From an optimization exercise on the open Yosys and OpenROAD flow, aimed at small area, a short achievable clock period and few clock cycles per item; shortcuts taken in it are not production practice. Only simulation tests tie the RTL to the original design; equivalence was not proved. The clock port is modelled as an ideal driver, which makes a skipped or thinned clock tree look cheaper than it is; a real chip needs a root buffer or a tree. Power and IR drop assume default switching activity.

== wip/cedar ==
// AEC
module AEC(clk, rst, ascii_in, ready, valid, result);
input clk;
input rst;
input ready;
input [7:0] ascii_in;
output valid;
output [6:0] result;
localparam [3:0] OP_NOP  = 4'b0000;     
localparam [3:0] OP_EQ   = 4'b0010;
localparam [3:0] OP_LP   = 4'b0001;     
localparam [3:0] OP_LPT  = 4'b0011;     
localparam [3:0] OP_RP   = 4'b0100;
localparam [3:0] OP_MUL  = 4'b0110;
localparam [3:0] OP_ADD  = 4'b1000;
localparam [3:0] OP_SUB  = 4'b1001;
reg       c_dig;
reg [3:0] c_v;
wire is_eq  = ~c_dig & (c_v == OP_EQ);
wire is_lp  = ~c_dig & ~c_v[3] & c_v[0];
wire is_lpt = ~c_dig & ~c_v[3] & c_v[1] & c_v[0];
wire is_rp  = ~c_dig & (c_v == OP_RP);
wire is_as  = ~c_dig & c_v[3];
wire is_sub = ~c_dig & c_v[3] & c_v[0];
wire is_open = ~c_dig & ~c_v[3] & ~c_v[2] & (c_v[0] | ~c_v[1]);   
wire a_grp = ~ascii_in[6] & ~ascii_in[4];           
wire a_num = ~ascii_in[6] &  ascii_in[4] & ~(ascii_in[3] & ascii_in[2]);
wire a_eq  = ~ascii_in[6] &  ascii_in[4] &   ascii_in[3] & ascii_in[2];
wire a_dig = ascii_in[6] | a_num;
wire [3:0] a_val = ascii_in[6] ? ascii_in[3:0] + 4'd9 : ascii_in[3:0];
reg  [3:0] a_op;
always @* begin
    case (ascii_in[2:0])
        3'b000:  a_op = is_open ? OP_LPT : OP_LP;
        3'b001:  a_op = OP_RP;
        3'b010:  a_op = OP_MUL;
        3'b011:  a_op = OP_ADD;
        default: a_op = OP_SUB;
    endcase
    if (!a_grp)
        a_op = a_eq ? OP_EQ : OP_NOP;
end
reg       out_v;
reg       clr;
always @(posedge clk) begin
    if (rst || is_eq || out_v) begin
        c_dig <= 1'b0;
        c_v   <= OP_NOP;
    end else begin
        c_dig <= a_dig;
        c_v   <= a_dig ? a_val : a_op;
    end
end
reg [6:0] S, M;
reg [6:0] mark;                  
reg [1:0] sp;                    
reg [6:0] DS0, DS1, DS2;         
reg [6:0] DK1, DK2;
reg [6:0] K;
wire [6:0] ctxK = (sp == 2'd1) ? 7'd1 : (sp == 2'd2) ? DK1 : DK2;
wire [6:0] ctxS = (sp == 2'd1) ? DS0 : (sp == 2'd2) ? DS1 : DS2;
wire [6:0] sum  = S + M;
wire [6:0] pp0 = c_v[0] ? M : 7'd0;
wire [6:0] pp1 = c_v[1] ? {M[5:0], 1'b0} : 7'd0;
  ...
Size in the first run: roughly 72 flip-flops, about 19 I/O pins, roughly 3900 um^2 of cells after synthesis.
export LEC_CHECK = 0
export CAP_MARGIN = 20
export CORE_MARGIN = 2
export CORE_UTILIZATION = 40
export SLEW_MARGIN = 20
create_clock -name core_clock -period 10.0 [get_ports {clk}]
standard.sh (not shown) runs the stock make flow with config.mk's settings and CLKGATE_MAP_FILE= SYNTH_SCRIPT=/design/flow/synth_recipe.tcl, a recipe that flattens the netlist after the stock synthesis.
==> flow/flow/run.sh <==
#!/bin/bash
# Standard ORFS layout, with:
#  - synthesis leaving adders to ABC (area script) instead of mapping them
#    onto the library's full/half-adder cells; same registers,
#  - ports buffered with buf_4 cells,
#  - a tighter setup target for repair_timing,
#  - the clock distributed by flow/cts_hook.tcl (one level of equal
#    buffers) instead of TritonCTS's two-level tree.
# Clock period and SDC are unchanged.
set -euo pipefail
bash standard.sh SETUP_SLACK_MARGIN=${MARGIN:-7.1} ADDER_MAP_FILE= ABC_AREA=1 \
  PRE_CTS_TCL=$PWD/flow/cts_hook.tcl \
  "BUFFER_PORTS_ARGS=-buffer_cell sky130_fd_sc_hd__buf_4" finish > std_flow.log 2>&1
Other scripts of this flow, unchanged in this note and not shown: flow/flow/cts_hook.tcl
Having completed the whole flow, wip/cedar delivered a layout that passed the timing, DRC and antenna checks.
Testbench counts of wip/cedar, summed over its fixed seeds: cycles 45,688, items 4,000.
Changes in wip/onyx relative to wip/cedar:
-- flow/flow/run.sh --
<<< wip/cedar, line 9
# Clock period and SDC are unchanged.
set -euo pipefail
bash standard.sh SETUP_SLACK_MARGIN=${MARGIN:-7.1} ADDER_MAP_FILE= ABC_AREA=1 \
  PRE_CTS_TCL=$PWD/flow/cts_hook.tcl \
  "BUFFER_PORTS_ARGS=-buffer_cell sky130_fd_sc_hd__buf_4" finish > std_flow.log 2>&1
>>> wip/onyx, line 9
# Clock period and SDC are unchanged.
set -euo pipefail
bash standard.sh SETUP_SLACK_MARGIN=${MARGIN:-7.2} ADDER_MAP_FILE= ABC_AREA=1 \
  PRE_CTS_TCL=$PWD/flow/cts_hook.tcl \
  "BUFFER_PORTS_ARGS=-buffer_cell sky130_fd_sc_hd__buf_4" finish > std_flow.log 2>&1
--- outcome ---
- [wip/onyx vs wip/cedar] wire length: lower in wip/onyx
- Between wip/cedar and wip/onyx, setup slack of the critical path after layout is higher for wip/onyx, wip/cedar comes in under that.
- Combined global-route utilization of all metal layers down 0.22 points in wip/onyx wrt wip/cedar
## Diff of input files: wip/fjord against wip/onyx
-- flow/flow/run.sh --
<<< wip/onyx, line 9
# Clock period and SDC are unchanged.
set -euo pipefail
bash standard.sh SETUP_SLACK_MARGIN=${MARGIN:-7.2} ADDER_MAP_FILE= ABC_AREA=1 \
  PRE_CTS_TCL=$PWD/flow/cts_hook.tcl \
  "BUFFER_PORTS_ARGS=-buffer_cell sky130_fd_sc_hd__buf_4" finish > std_flow.log 2>&1
>>> wip/fjord, line 9
# Clock period and SDC are unchanged.
set -euo pipefail
bash standard.sh SETUP_SLACK_MARGIN=${MARGIN:-7.3} ADDER_MAP_FILE= ABC_AREA=1 CAP_MARGIN=0 SLEW_MARGIN=0 \
  PRE_CTS_TCL=$PWD/flow/cts_hook.tcl \
  "BUFFER_PORTS_ARGS=-buffer_cell sky130_fd_sc_hd__buf_4" finish > std_flow.log 2>&1
Findings:
wip/onyx did not stop at any stage, and its layout met the timing, DRC and antenna checks.
wip/fjord | stages: all done | timing, DRC, antenna: all pass
Of wip/fjord and wip/onyx, wip/fjord shows the lower overall routed net length, with wip/onyx above it.
Changes observed in wip/fjord relative to wip/onyx: routability congestion estimate from global placement dropped 2.8%, hold slack went down by 0.023 ns, synthesized area about even, share of the clock period used by the worst path fell 0.80 points.
Compared with wip/onyx, wip/fjord ends up with a larger final cell area.
[wip/fjord vs wip/onyx] data arrival at the endpoint of the critical path: lower in wip/fjord
Final period demand of the worst path: wip/fjord better than wip/onyx
Summary of wip/fjord over wip/onyx: power after layout went up by 4.2 uW, total met2 wirelength after detailed routing went down by 1.3%, met3 layer wire length in the routed design went down by about 6%.
diff inputs: wip/fjord => wip/harbor
-- flow/flow/run.sh --
<<< wip/fjord, line 9
# Clock period and SDC are unchanged.
set -euo pipefail
bash standard.sh SETUP_SLACK_MARGIN=${MARGIN:-7.3} ADDER_MAP_FILE= ABC_AREA=1 CAP_MARGIN=0 SLEW_MARGIN=0 \
  PRE_CTS_TCL=$PWD/flow/cts_hook.tcl \
  "BUFFER_PORTS_ARGS=-buffer_cell sky130_fd_sc_hd__buf_4" finish > std_flow.log 2>&1
>>> wip/harbor, line 9
# Clock period and SDC are unchanged.
set -euo pipefail
bash standard.sh SETUP_SLACK_MARGIN=${MARGIN:-7.3} ADDER_MAP_FILE= ABC_AREA=1 RECOVER_POWER=100 \
  PRE_CTS_TCL=$PWD/flow/cts_hook.tcl \
  "BUFFER_PORTS_ARGS=-buffer_cell sky130_fd_sc_hd__buf_4" finish > std_flow.log 2>&1
==> comparison <==
- End point of the critical path: DK1[5]$_DFFE_PP_ -> wip/harbor, result[5] -> wip/fjord
- Clock skew: wip/fjord vs wip/harbor, no meaningful difference
- Overall power of the completed layout in wip/harbor vs wip/fjord: down about 1.5%
- On least setup slack across all paths after layout, wip/harbor does worse than wip/fjord.
In every run of this note, the design's own scripts or RTL, not TritonCTS, make the clock network.

* * *

## exp/garnet
AEC, a different RTL version from the one above (not shown whole).
For scale: roughly 450 cells after synthesis, ~77 flip-flops, ~4000 sq um of cells after synthesis.
Design AEC, start of the top module:
module AEC(clk, rst, ascii_in, ready, valid, result);
input clk;
input rst;
input ready;
input [7:0] ascii_in;
output valid;
output [6:0] result;
localparam [3:0] OP_NOP  = 4'b0000;     
localparam [3:0] OP_EQ   = 4'b0010;
localparam [3:0] OP_LP   = 4'b0001;     
localparam [3:0] OP_LPT  = 4'b0011;     
localparam [3:0] OP_RP   = 4'b0100;
localparam [3:0] OP_MUL  = 4'b0110;
localparam [3:0] OP_ADD  = 4'b1000;
localparam [3:0] OP_SUB  = 4'b1001;
reg       c_dig;
reg [3:0] c_v;
wire is_eq  = ~c_dig & (c_v == OP_EQ);
wire is_lp  = ~c_dig & ~c_v[3] & c_v[0];
wire is_lpt = ~c_dig & ~c_v[3] & c_v[1] & c_v[0];
wire is_rp  = ~c_dig & (c_v == OP_RP);
wire is_as  = ~c_dig & c_v[3];
wire is_sub = ~c_dig & c_v[3] & c_v[0];
wire is_open = ~c_dig & ~c_v[3] & ~c_v[2] & (c_v[0] | ~c_v[1]);   
wire a_grp = ~ascii_in[6] & ~ascii_in[4];           
wire a_num = ~ascii_in[6] &  ascii_in[4] & ~(ascii_in[3] & ascii_in[2]);
wire a_eq  = ~ascii_in[6] &  ascii_in[4] &   ascii_in[3] & ascii_in[2];
wire a_dig = ascii_in[6] | a_num;
wire [3:0] a_val = ascii_in[6] ? ascii_in[3:0] + 4'd9 : ascii_in[3:0];
reg  [3:0] a_op;
always @* begin
    case (ascii_in[2:0])
        3'b000:  a_op = is_open ? OP_LPT : OP_LP;
        3'b001:  a_op = OP_RP;
        3'b010:  a_op = OP_MUL;
        3'b011:  a_op = OP_ADD;
        default: a_op = OP_SUB;
    endcase
    if (!a_grp)
        a_op = a_eq ? OP_EQ : OP_NOP;
end
reg       out_v;
wire      clr = ~c_dig & (c_v == OP_NOP);
always @(posedge clk) begin
    if (rst || is_eq) begin
        c_dig <= 1'b0;
        c_v   <= OP_NOP;
        out_v <= 1'b0;
    end else begin
        c_dig <= a_dig;
        c_v   <= a_dig ? a_val : a_op;
        out_v <= a_eq;
    end
end
reg [6:0] S, M;
reg [6:0] R;                     
reg [5:0] mark;                  
reg [1:0] sp;                    
reg [6:0] DS0, DS1, DS2;         
reg [6:0] DK1, DK2;
reg [6:0] K;
wire [6:0] ctxK = (sp == 2'd1) ? 7'd1 : (sp == 2'd2) ? DK1 : DK2;
wire [6:0] ctxS = (sp == 2'd1) ? DS0 : (sp == 2'd2) ? DS1 : DS2;
wire [6:0] pp0 = c_v[0] ? M : 7'd0;
wire [6:0] pp1 = c_v[1] ? {M[5:0], 1'b0} : 7'd0;
  ...
clock: 10.0 ns
lec_check: 0
cap_margin: 20
core_margin: 2
core_utilization: 40
slew_margin: 20
==> flow/flow/run.sh <==
#!/bin/bash
# Standard ORFS layout, with:
#  - synthesis leaving adders to ABC (area script) instead of mapping them
#    onto the library's full/half-adder cells; same registers,
#  - ports buffered with buf_4 cells,
#  - a tighter setup target for repair_timing,
#  - the clock distributed by flow/cts_hook.tcl (one level of equal
#    buffers) instead of TritonCTS's two-level tree.
# Clock period and SDC are unchanged. make's output goes to std_flow.log
# here; each ORFS step writes its own log under orfs/logs/.
set -euo pipefail
bash standard.sh SETUP_SLACK_MARGIN=${MARGIN:-7.3} ABC_AREA=1 \
  PRE_CTS_TCL=$PWD/flow/cts_hook.tcl \
  "BUFFER_PORTS_ARGS=-buffer_cell sky130_fd_sc_hd__buf_4" finish > std_flow.log 2>&1
==> flow/flow/cts_hook.tcl <==
# Clock distribution in place of TritonCTS's tree, sourced by ORFS's cts.tcl
# as its PRE_CTS_TCL hook. The design has well under a hundred flip-flops,
# for which the H-tree gives two buffer levels; here the clock port drives
# CLKBUF_COUNT buffers of one size directly, each driving one group of
# flip-flops (the sinks sorted by x and cut into groups of equal size), so
# every register sees one buffer of the same kind and a similar load. The
# rest of cts.tcl (placement legalisation, repair_timing) runs as usual.
set cb_count [expr {[info exists ::env(CLKBUF_COUNT)] ? $::env(CLKBUF_COUNT) : 3}]
set cb_cell [expr {[info exists ::env(CLKBUF_CELL)] ? $::env(CLKBUF_CELL) : "sky130_fd_sc_hd__clkbuf_16"}]

set cb_db [ord::get_db]
set cb_block [ord::get_db_block]
set cb_master [$cb_db findMaster $cb_cell]
set cb_port [get_full_name [lindex [get_property [lindex [all_clocks] 0] sources] 0]]
set cb_net [[$cb_block findBTerm $cb_port] getNet]

proc cb_x { it } { return [lindex [[$it getInst] getLocation] 0] }
set cb_sinks [lsort -command {apply {{a b} {expr {[cb_x $a] - [cb_x $b]}}}} [$cb_net getITerms]]
set cb_n [llength $cb_sinks]
puts "clock distribution: $cb_n sinks, $cb_count x $cb_cell"

for {set g 0} {$g < $cb_count} {incr g} {
  set net [odb::dbNet_create $cb_block clknet_g$g]
  $net setSigType CLOCK
  set inst [odb::dbInst_create $cb_block $cb_master clkbuf_g$g]
  set lo [expr {$g * $cb_n / $cb_count}]
  set hi [expr {($g + 1) * $cb_n / $cb_count}]
  set sx 0
  set sy 0
  for {set k $lo} {$k < $hi} {incr k} {
    set it [lindex $cb_sinks $k]
    set loc [[$it getInst] getLocation]
    set sx [expr {$sx + [lindex $loc 0]}]
    set sy [expr {$sy + [lindex $loc 1]}]
    $it disconnect
    $it connect $net
  }
  set cnt [expr {$hi - $lo}]
  $inst setLocation [expr {$sx / $cnt}] [expr {$sy / $cnt}]
  $inst setPlacementStatus PLACED
  [$inst findITerm A] connect $cb_net
  [$inst findITerm X] connect $net
  puts "  clkbuf_g$g drives $cnt sinks"
}

set_propagated_clock [all_clocks]

# cts.tcl calls clock_tree_synthesis next: the clock is already distributed.
rename clock_tree_synthesis orig_clock_tree_synthesis
proc clock_tree_synthesis { args } {
  puts "clock_tree_synthesis skipped: clock distributed by cts_hook.tcl"
}
Testbench counts of exp/garnet, summed over its fixed seeds: cycles 41,688, items 4,000.
[inputs] exp/delta vs exp/garnet
diff --git a/flow/flow/run.sh b/flow/flow/run.sh
--- a/flow/flow/run.sh
+++ b/flow/flow/run.sh
@@ -12 +12 @@
-bash standard.sh SETUP_SLACK_MARGIN=${MARGIN:-7.3} ABC_AREA=1 \
+bash standard.sh SETUP_SLACK_MARGIN=${MARGIN:-7.3} ADDER_MAP_FILE= ABC_AREA=1 \
## What came out
The flow did not stop early for exp/delta: all stages ran, and the layout cleared the timing, DRC and antenna checks. exp/garnet has lower total power than exp/delta. The clock network power share in exp/delta was lower than what exp/garnet gave. Number of global-route vias before repair, exp/delta and exp/garnet: higher on exp/delta. [compare] base=exp/garnet new=exp/delta: height of the die increased about 1.4%; overall routed net length up about 1.7%; first-pass iteration count of the detailed router increased by 1 relative to the old numbers; switching share of power rose by 2.3 points; die area went up by 2.9%.
Inputs modified between exp/delta and exp/yarrow:
diff --git a/flow/flow/run.sh b/flow/flow/run.sh
--- a/flow/flow/run.sh
+++ b/flow/flow/run.sh
@@ -12 +12 @@
-bash standard.sh SETUP_SLACK_MARGIN=${MARGIN:-7.3} ADDER_MAP_FILE= ABC_AREA=1 \
+bash standard.sh SETUP_SLACK_MARGIN=${MARGIN:-7.35} ADDER_MAP_FILE= ABC_AREA=1 \
[summary]
Compared with exp/delta, exp/yarrow shows a higher total power of the final layout.
Timing-limited maximum frequency: exp/yarrow and exp/delta compared, higher one is exp/yarrow
Overall fraction of global-route tracks in use: exp/yarrow and exp/delta compared, lower one is exp/delta
exp/yarrow -> exp/delta: logic depth of the worst setup path including buffers delta 0, exact match
Via count | exp/yarrow below exp/delta
Comparing exp/yarrow and exp/delta, the higher wire length on met1 was measured on exp/yarrow.
Setup changes, exp/yarrow to exp/harbor
diff --git a/flow/flow/run.sh b/flow/flow/run.sh
--- a/flow/flow/run.sh
+++ b/flow/flow/run.sh
@@ -12 +12 @@
-bash standard.sh SETUP_SLACK_MARGIN=${MARGIN:-7.35} ADDER_MAP_FILE= ABC_AREA=1 \
+bash standard.sh SETUP_SLACK_MARGIN=${MARGIN:-7.3} ADDER_MAP_FILE= ABC_AREA=1 \
diff --git a/flow/flow/cts_hook.tcl b/flow/flow/cts_hook.tcl
--- a/flow/flow/cts_hook.tcl
+++ b/flow/flow/cts_hook.tcl
@@ -8 +8 @@
-set cb_count [expr {[info exists ::env(CLKBUF_COUNT)] ? $::env(CLKBUF_COUNT) : 3}]
+set cb_count [expr {[info exists ::env(CLKBUF_COUNT)] ? $::env(CLKBUF_COUNT) : 4}]
## What came out
exp/harbor was carried through to the last stage, and its layout satisfied the timing, DRC and antenna checks.
Summary of exp/harbor over exp/yarrow: total global routing track utilization went down; number of instances in the synthesized netlist did not really move; total power did not really move.
exp/harbor reports its end of the critical path as c_v[2] while exp/yarrow reports result[3].
Detailed placer's ending HPWL: exp/harbor vs exp/yarrow down 100 microns
Compared with exp/yarrow, exp/harbor shows a area growth from synthesis to layout that is 2.8 points lower.
In exp/harbor the switching portion of total power turned out 0.61 points lower than in exp/yarrow.
Of exp/harbor and exp/yarrow, the higher final worst slack belongs to exp/yarrow.
The following lists how exp/amber was set up differently from exp/harbor:
diff --git a/flow/flow/run.sh b/flow/flow/run.sh
--- a/flow/flow/run.sh
+++ b/flow/flow/run.sh
@@ -12 +12 @@
-bash standard.sh SETUP_SLACK_MARGIN=${MARGIN:-7.3} ADDER_MAP_FILE= ABC_AREA=1 \
+bash standard.sh SETUP_SLACK_MARGIN=${MARGIN:-7.3} \
diff --git a/flow/flow/cts_hook.tcl b/flow/flow/cts_hook.tcl
--- a/flow/flow/cts_hook.tcl
+++ b/flow/flow/cts_hook.tcl
@@ -8 +8 @@
-set cb_count [expr {[info exists ::env(CLKBUF_COUNT)] ? $::env(CLKBUF_COUNT) : 4}]
+set cb_count [expr {[info exists ::env(CLKBUF_COUNT)] ? $::env(CLKBUF_COUNT) : 3}]
## What came out
- exp/harbor vs exp/amber, slowest cell on the critical path: sky130_fd_sc_hd__nor3_4 vs sky130_fd_sc_hd__fa_1
- Compared with exp/harbor, in exp/amber sequential power neither gained nor lost much, count of inverters other than clock inverters in the layout lost about 70%.
- On HPWL after detailed placement: exp/amber sits below exp/harbor.
- NOTE: tap cell count in exp/amber falls short of that of exp/harbor
- On number of nets in the final layout: exp/amber sits below exp/harbor.
- Final cell area excluding filler cells in exp/amber is 150 sq um above exp/harbor.
- Total core area in exp/amber vs exp/harbor: down 460 sq um
- Cell count: exp/amber lower than exp/harbor
- Diff exp/harbor -> exp/amber: area of the mapped netlist lower, total global routing track utilization went down by 1.5 points, count of multi-input combinational gates went down 34%.
Setup changes, exp/amber to exp/lagoon
diff --git a/flow/flow/run.sh b/flow/flow/run.sh
--- a/flow/flow/run.sh
+++ b/flow/flow/run.sh
@@ -9,2 +9 @@
-# Clock period and SDC are unchanged. make's output goes to std_flow.log
-# here; each ORFS step writes its own log under orfs/logs/.
+# Clock period and SDC are unchanged.
@@ -12 +11 @@
-bash standard.sh SETUP_SLACK_MARGIN=${MARGIN:-7.3} \
+bash standard.sh SETUP_SLACK_MARGIN=${MARGIN:-7.3} ADDER_MAP_FILE= ABC_AREA=1 \
Summary of the comparison: maximum frequency is higher in exp/lagoon, relative to exp/amber.
Register-to-register setup slack | exp/lagoon above exp/amber
exp/lagoon vs exp/amber — proportion of total power due to net switching rose 3.9 points.
Count of inserted tapcells: exp/lagoon and exp/amber compared, lower one is exp/amber
sky130_fd_sc_hd__edfxtp_1 as the most common cell after layout, fill and taps aside was reported by exp/amber, and sky130_fd_sc_hd__nand2_1 by exp/lagoon.
In every run of this note, the design's own scripts or RTL, not TritonCTS, make the clock network.

## static timing again, ports no longer ideal
In the flow no input, the clock included, has a driving cell. The finished layouts below were timed again as built, in two steps.
Step 1, drivers: a clkbuf_16 drives clk and a buf_2 each remaining input, both assumed.
Step 2 moves the port delays by t, midway between the first and last clock arrival at a register: inputs arrive t later, outputs are due t later. That takes back most of the time a late clock gives input paths.
a / b / c = ideal / step 1 / step 2; a / b = the first two.
run	t (ns)	setup WS [ns]	hold slack, ns	worst slew at a driven data input, ns	pins driven straight from the clock port
wip/cedar	0.219	7.187 / 7.123 / 7.018	0.496 / 0.496 / 0.496	0.03	3
wip/onyx	0.219	7.244 / 7.180 / 7.094	0.495 / 0.495 / 0.495	0.03	3
wip/fjord	0.214	7.324 / 7.265 / 7.137	0.472 / 0.472 / 0.472	0.04	3
wip/harbor	0.216	6.714 / 6.714 / 6.714	0.497 / 0.497 / 0.497	0.04	3
exp/garnet	0.221	6.451 / 6.451 / 6.451	0.484 / 0.484 / 0.484	0.06	3
exp/delta	0.218	7.360 / 7.297 / 7.187	0.494 / 0.494 / 0.494	0.03	3
exp/yarrow	0.217	7.368 / 7.307 / 7.205	0.484 / 0.484 / 0.484	0.05	3
exp/harbor	0.213	7.339 / 7.309 / 7.172	0.483 / 0.483 / 0.483	0.03	4
exp/amber	0.217	6.528 / 6.528 / 6.528	0.506 / 0.506 / 0.506	0.06	3
exp/lagoon	0.218	7.360 / 7.297 / 7.187	0.494 / 0.494 / 0.494	0.03	3
After both steps setup and hold are still met in every run listed. For wip/fjord, which loses most, drivers alone change the setup slack by -0.059 ns; drivers and shift together by -0.187 ns.
